Context: an optimization exercise on an open-source flow, tuned for small area and a short achievable clock period. The choices shown serve that exercise and are no tape-out recipe.
At most, simulation tests tie the RTL to the original design; equivalence was not proved.
No activity file was given, so power comes from the tool's default toggle rates.

==> flow/design.v <==
module bist #(parameter size = 6, length = 8) (
    input  logic clk,
    input  logic rst,
    input  logic start,
    input  logic csin,
    input  logic rwbarin,
    input  logic opr,
    input  logic [size-1:0] address,
    input  logic [length-1:0] datain,
    output logic [length-1:0] dataout,
    output logic fail
);
    logic        test;       
    logic [7:0]  rlo, rhi;
    logic [3:0]  cup;
    logic        cout;       
    logic        h;          
    logic [63:0][7:0] mem;
    genvar g, j, b;
    function automatic logic [7:0] pattern(input logic [2:0] p);
        case (p)
            3'd0: pattern = 8'hAA;
            3'd1: pattern = 8'h55;
            3'd2: pattern = 8'hF0;
            3'd3: pattern = 8'h0F;
            3'd4: pattern = 8'h00;
            3'd5: pattern = 8'hFF;
            3'd6: pattern = 8'h33;
            default: pattern = 8'hCC;
        endcase
    endfunction
    logic       n_o;         
    logic [1:0] en_n;        
    logic       trd;         
    logic       twr;         
    logic       n_d;         
    logic [7:0] tpat;        
    logic       cs, nrw;
    logic [7:0] d;
    assign cs  = test | csin;
    assign nrw = twr | (n_o & ~rwbarin);
    assign d   = tpat | (datain & {8{n_d}});
    logic n_lo, n_hr, n_hw;
    cell_dffs u_n_lo (.clk(clk), .set(rst), .d(~test_nx), .q(n_lo));
    cell_dffs u_n_hr (.clk(clk), .set(rst), .d(~test_nx), .q(n_hr));
    cell_dffs u_n_hw (.clk(clk), .set(rst), .d(~test_nx), .q(n_hw));
    logic [7:0] alo, ahir, ahiw, thir, thiw;
    logic [7:0] lo_w, hir, hiw;
    logic [7:0][7:0] lo_r;
    always_comb begin
        for (int i = 0; i < 8; i++) begin
            alo[i]  = (address[2:0] == i[2:0]) & n_lo;
            ahir[i] = (address[5:3] == i[2:0]) & rwbarin & n_hr;
            ahiw[i] = (address[5:3] == i[2:0]) & csin & ~rwbarin & n_hw;
            thir[i] = rhi[i] & cup[0];
            thiw[i] = rhi[i] & ~cup[0];
        end
    end
    generate
        for (g = 0; g < 8; g++) begin : g_dec
            for (j = 0; j < 8; j++) begin : g_lor
                cell_or2 u_lo_r (.a(alo[g]), .b(rlo[g]), .y(lo_r[j][g]));
            end
            cell_or2 u_lo_w (.a(alo[g]),  .b(rlo[g]),  .y(lo_w[g]));
            cell_or2 u_hir  (.a(ahir[g]), .b(thir[g]), .y(hir[g]));
            cell_or2 u_hiw  (.a(ahiw[g]), .b(thiw[g]), .y(hiw[g]));
        end
    endgenerate
    generate
        for (g = 0; g < 8; g++) begin : g_grp
            for (j = 0; j < 8; j++) begin : g_row
                logic we, wen;
                logic [7:0] nxt;
                cell_nand2 u_wen (.a(hiw[g]), .b(lo_w[j]), .y(wen));
                cell_inv   u_we  (.a(wen), .y(we));
                for (b = 0; b < 8; b++) begin : g_bit
                    cell_ao22 u_hold (.a1(mem[8*g+j][b]), .a2(wen), .b1(d[b]), .b2(we), .y(nxt[b]));
                end
                always_ff @(posedge clk) mem[8*g+j] <= nxt;
            end
        end
    endgenerate
    logic [7:0][7:0] grp;    
    logic [7:0] rsel, rdn_d, rdata_n;
    logic [7:0] wd;
    assign wd = d & {8{nrw}};
    generate
        for (b = 0; b < 8; b++) begin : g_rbit
            for (g = 0; g < 8; g++) begin : g_rgrp
                logic [7:0] col;
                for (j = 0; j < 8; j++) begin : g_col
                    assign col[j] = mem[8*g+j][b];
                end
                cell_ao8 u_g (.s(lo_r[b]), .q(col), .y(grp[b][g]));
            end
            cell_ao8  u_s (.s(hir), .q(grp[b]), .y(rsel[b]));
            cell_nor2 u_n (.a(rsel[b]), .b(wd[b]), .y(rdn_d[b]));
        end
    endgenerate
    always_ff @(posedge clk) begin
        if (cs) rdata_n <= rdn_d;
    end
    cell_dffs  u_n_o (.clk(clk), .set(rst), .d(~test_nx), .q(n_o));
    cell_dffs  u_n_d (.clk(clk), .set(rst), .d(~test_nx), .q(n_d));
    generate
        for (b = 0; b < 2; b++) begin : g_en
            logic nwr;
            cell_inv   u_nwr (.a(twr), .y(nwr));
            cell_a31oi u_en  (.a1(nwr), .a2(csin), .a3(rwbarin), .b1(trd), .y(en_n[b]));
        end
        for (b = 0; b < 8; b++) begin : g_out
            cell_nor2 u_o (.a(rdata_n[b]), .b(en_n[b/4]), .y(dataout[b]));
        end
    endgenerate
    logic       full;        
    logic       test_nx;
    logic [7:0] rlo_nx, rhi_nx;
    logic [3:0] cup_nx;
    assign full    = rlo[7] & rhi[7] & (&cup);
    assign test_nx = test ? ~cout : start;
    always_comb begin
        if (!test) begin
            rlo_nx = {7'd0, test_nx};
            rhi_nx = {7'd0, test_nx};
            cup_nx = 4'd0;
        end else if (full) begin
            rlo_nx = test_nx ? rlo : 8'd0;
            rhi_nx = test_nx ? rhi : 8'd0;
            cup_nx = cup;
        end else begin
            rlo_nx = {rlo[6:0], rlo[7]};
            rhi_nx = rlo[7] ? {rhi[6:0], rhi[7]} : rhi;
            cup_nx = (rlo[7] & rhi[7]) ? cup + 4'd1 : cup;
        end
    end
    always_ff @(posedge clk or posedge rst) begin
        if (rst) begin
            test <= 1'b0;
            trd  <= 1'b0;
            twr  <= 1'b0;
            tpat <= 8'd0;
        end else begin
            test <= test_nx;
            trd  <= test_nx & cup_nx[0];
            twr  <= test_nx & ~cup_nx[0];
            tpat <= test_nx ? pattern(cup_nx[3:1]) : 8'd0;
        end
    end
    always_ff @(posedge clk or posedge rst) begin
        if (rst) begin
            rlo <= 8'd0;
            rhi <= 8'd0;
        end else begin
            rlo <= rlo_nx;
            rhi <= rhi_nx;
        end
    end
    always_ff @(posedge clk) begin
        cup  <= cup_nx;
        cout <= test & full;
    end
    logic mism;
    assign mism = cup[0] ? (tpat != ~rdata_n) : (tpat != 8'h00);
    always_ff @(posedge clk or posedge rst) begin
        if (rst) begin
            h    <= 1'b0;
            fail <= 1'b0;
        end else begin
            h    <= cup[0];
            fail <= test & opr & h & mism;
        end
    end
endmodule
module cell_inv (input logic a, output logic y);
    assign y = ~a;
endmodule
module cell_nand2 (input logic a, b, output logic y);
    assign y = ~(a & b);
endmodule
module cell_or2 (input logic a, b, output logic y);
    assign y = a | b;
endmodule
module cell_nor2 (input logic a, b, output logic y);
    assign y = ~(a | b);
endmodule
module cell_ao22 (input logic a1, a2, b1, b2, output logic y);
    assign y = (a1 & a2) | (b1 & b2);
endmodule
module cell_ao8 (input logic [7:0] s, q, output logic y);
    assign y = |(s & q);
endmodule
module cell_a31oi (input logic a1, a2, a3, b1, output logic y);
    assign y = ~((a1 & a2 & a3) | b1);
endmodule
module cell_dffr (input logic clk, rst, d, output logic q);
    always_ff @(posedge clk or posedge rst) begin
        if (rst) q <= 1'b0;
        else     q <= d;
    end
endmodule
module cell_dffs (input logic clk, set, d, output logic q);
    always_ff @(posedge clk or posedge set) begin
        if (set) q <= 1'b1;
        else     q <= d;
    end
endmodule
export LEC_CHECK = 0
export CAP_MARGIN = 20
export CORE_MARGIN = 2
export CORE_UTILIZATION = 60
export CTS_BUF_LIST = sky130_fd_sc_hd__clkbuf_16
export CTS_CLUSTER_DIAMETER = 70
export CTS_CLUSTER_SIZE = 25
export PLACE_DENSITY = 0.72
export SETUP_SLACK_MARGIN = 2.7
export SLEW_MARGIN = 20
export SYNTH_HIERARCHICAL = 1
create_clock -name core_clock -period 5.0 [get_ports {clk}]
standard.sh (not shown) runs the stock make flow with config.mk's settings and CLKGATE_MAP_FILE= SYNTH_SCRIPT=/design/flow/synth_recipe.tcl, a recipe that flattens the netlist after the stock synthesis.
==> flow/flow/run.sh <==
#!/bin/bash
# Layout flow: the standard ORFS flow (standard.sh), with the port
# buffers made of buf_4 cells instead of the default delay-buffer cells.
set -euo pipefail
bash standard.sh 'BUFFER_PORTS_ARGS=-buffer_cell sky130_fd_sc_hd__buf_4' ${EXTRA_MAKE_ARGS:-} finish > flow_make.log 2>&1
Edit:
--- a/flow/design.v
+++ b/flow/design.v
@@ -29,24 +29,23 @@
             default: pattern = 8'hCC;
         endcase
     endfunction
-    logic       n_o;         
-    logic [1:0] en_n;        
     logic       trd;         
     logic       twr;         
     logic       n_d;         
-    logic [7:0] tpat;        
+    logic [7:0] pat;         
     logic       cs, nrw;
     logic [7:0] d;
     assign cs  = test | csin;
-    assign nrw = twr | (n_o & ~rwbarin);
-    assign d   = tpat | (datain & {8{n_d}});
+    assign nrw = twr | (~trd & ~rwbarin);
+    assign pat = pattern(cup[3:1]);
+    assign d   = n_d ? datain : pat;
     logic n_lo, n_hr, n_hw;
     cell_dffs u_n_lo (.clk(clk), .set(rst), .d(~test_nx), .q(n_lo));
     cell_dffs u_n_hr (.clk(clk), .set(rst), .d(~test_nx), .q(n_hr));
     cell_dffs u_n_hw (.clk(clk), .set(rst), .d(~test_nx), .q(n_hw));
     logic [7:0] alo, ahir, ahiw, thir, thiw;
-    logic [7:0] lo_w, hir, hiw;
-    logic [7:0][7:0] lo_r;
+    logic [7:0] hir, hiw;
+    logic [7:0][7:0] lo_g;   
     always_comb begin
         for (int i = 0; i < 8; i++) begin
             alo[i]  = (address[2:0] == i[2:0]) & n_lo;
@@ -59,9 +58,8 @@
     generate
         for (g = 0; g < 8; g++) begin : g_dec
             for (j = 0; j < 8; j++) begin : g_lor
-                cell_or2 u_lo_r (.a(alo[g]), .b(rlo[g]), .y(lo_r[j][g]));
+                cell_or2 u_lo (.a(alo[j]), .b(rlo[j]), .y(lo_g[g][j]));
             end
-            cell_or2 u_lo_w (.a(alo[g]),  .b(rlo[g]),  .y(lo_w[g]));
             cell_or2 u_hir  (.a(ahir[g]), .b(thir[g]), .y(hir[g]));
             cell_or2 u_hiw  (.a(ahiw[g]), .b(thiw[g]), .y(hiw[g]));
         end
@@ -71,7 +69,7 @@
             for (j = 0; j < 8; j++) begin : g_row
                 logic we, wen;
                 logic [7:0] nxt;
-                cell_nand2 u_wen (.a(hiw[g]), .b(lo_w[j]), .y(wen));
+                cell_nand2 u_wen (.a(hiw[g]), .b(lo_g[g][j]), .y(wen));
                 cell_inv   u_we  (.a(wen), .y(we));
                 for (b = 0; b < 8; b++) begin : g_bit
                     cell_ao22 u_hold (.a1(mem[8*g+j][b]), .a2(wen), .b1(d[b]), .b2(we), .y(nxt[b]));
@@ -91,7 +89,7 @@
                 for (j = 0; j < 8; j++) begin : g_col
                     assign col[j] = mem[8*g+j][b];
                 end
-                cell_ao8 u_g (.s(lo_r[b]), .q(col), .y(grp[b][g]));
+                cell_ao8 u_g (.s(lo_g[g]), .q(col), .y(grp[b][g]));
             end
             cell_ao8  u_s (.s(hir), .q(grp[b]), .y(rsel[b]));
             cell_nor2 u_n (.a(rsel[b]), .b(wd[b]), .y(rdn_d[b]));
@@ -100,16 +98,14 @@
     always_ff @(posedge clk) begin
         if (cs) rdata_n <= rdn_d;
     end
-    cell_dffs  u_n_o (.clk(clk), .set(rst), .d(~test_nx), .q(n_o));
-    cell_dffs  u_n_d (.clk(clk), .set(rst), .d(~test_nx), .q(n_d));
+    cell_dffs u_n_d (.clk(clk), .set(rst), .d(~test_nx), .q(n_d));
     generate
-        for (b = 0; b < 2; b++) begin : g_en
-            logic nwr;
-            cell_inv   u_nwr (.a(twr), .y(nwr));
-            cell_a31oi u_en  (.a1(nwr), .a2(csin), .a3(rwbarin), .b1(trd), .y(en_n[b]));
-        end
         for (b = 0; b < 8; b++) begin : g_out
-            cell_nor2 u_o (.a(rdata_n[b]), .b(en_n[b/4]), .y(dataout[b]));
+            logic p, q_n, r_n;
+            cell_nor2   u_p (.a(rdata_n[b]), .b(twr), .y(p));
+            cell_nand3  u_q (.a(csin), .b(rwbarin), .c(p), .y(q_n));
+            cell_nand2b u_r (.a_n(rdata_n[b]), .b(trd), .y(r_n));
+            cell_nand2  u_o (.a(q_n), .b(r_n), .y(dataout[b]));
         end
     endgenerate
     logic       full;        
@@ -138,12 +134,10 @@
             test <= 1'b0;
             trd  <= 1'b0;
             twr  <= 1'b0;
-            tpat <= 8'd0;
         end else begin
             test <= test_nx;
             trd  <= test_nx & cup_nx[0];
             twr  <= test_nx & ~cup_nx[0];
-            tpat <= test_nx ? pattern(cup_nx[3:1]) : 8'd0;
         end
     end
     always_ff @(posedge clk or posedge rst) begin
@@ -160,7 +154,7 @@
         cout <= test & full;
     end
     logic mism;
-    assign mism = cup[0] ? (tpat != ~rdata_n) : (tpat != 8'h00);
+    assign mism = cup[0] ? (pat != ~rdata_n) : (pat != 8'h00);
     always_ff @(posedge clk or posedge rst) begin
         if (rst) begin
             h    <= 1'b0;
@@ -189,14 +183,11 @@
 module cell_ao8 (input logic [7:0] s, q, output logic y);
     assign y = |(s & q);
 endmodule
-module cell_a31oi (input logic a1, a2, a3, b1, output logic y);
-    assign y = ~((a1 & a2 & a3) | b1);
+module cell_nand3 (input logic a, b, c, output logic y);
+    assign y = ~(a & b & c);
 endmodule
-module cell_dffr (input logic clk, rst, d, output logic q);
-    always_ff @(posedge clk or posedge rst) begin
-        if (rst) q <= 1'b0;
-        else     q <= d;
-    end
+module cell_nand2b (input logic a_n, b, output logic y);
+    assign y = a_n | ~b;
 endmodule
 module cell_dffs (input logic clk, set, d, output logic q);
     always_ff @(posedge clk or posedge set) begin
After rerunning: Clock power went down by a little under a tenth. Final cell count increases slightly. Routed wire length decreases by about a fifth. Non-clock buffer count increases by 14. Maximum frequency rose by a few percent. Worst hold slack is worse by 0.075 ns. Via count went down by a few percent. First-iteration DRC count is lower by a quarter to a third. Flip-flop and latch count decreases by 9. Worst setup slack gains 0.089 ns. Count of clock-buffer cells in the layout came out lower by 4. Final area went down slightly.
Only the layout flow was run in the first run of this note; the RTL was not checked for function there.

==> port drivers added, routing unchanged <==
No port has a modelled driver above. Below, the same layouts with a new extraction and two added sets of constraints.
Step 1 sets driving cells, clkbuf_16 on the clock port and buf_2 on the other inputs (assumed; they add their load-dependent delay and slew).
Step 2 also shifts input and output timing later by t, the mid clock arrival at the registers, as if the neighbouring blocks saw the same clock.
Slacks: ideal ports / drivers / drivers and shift; pairs: ideal ports / drivers.
run	t (ns)	slack for setup (ns)	worst setup path at the end	worst slew at a driven data input, ns	pins driven straight from the clock port
the first run	0.601	2.379 / 2.375 / 1.775	input to register	0.08	1
the second run	0.643	2.468 / 2.414 / 2.008	input to register	0.12	1
After both steps every run listed still meets setup and hold. The setup slack of the first run, which loses most, moves by -0.004 ns with the drivers and by -0.604 ns with both steps.
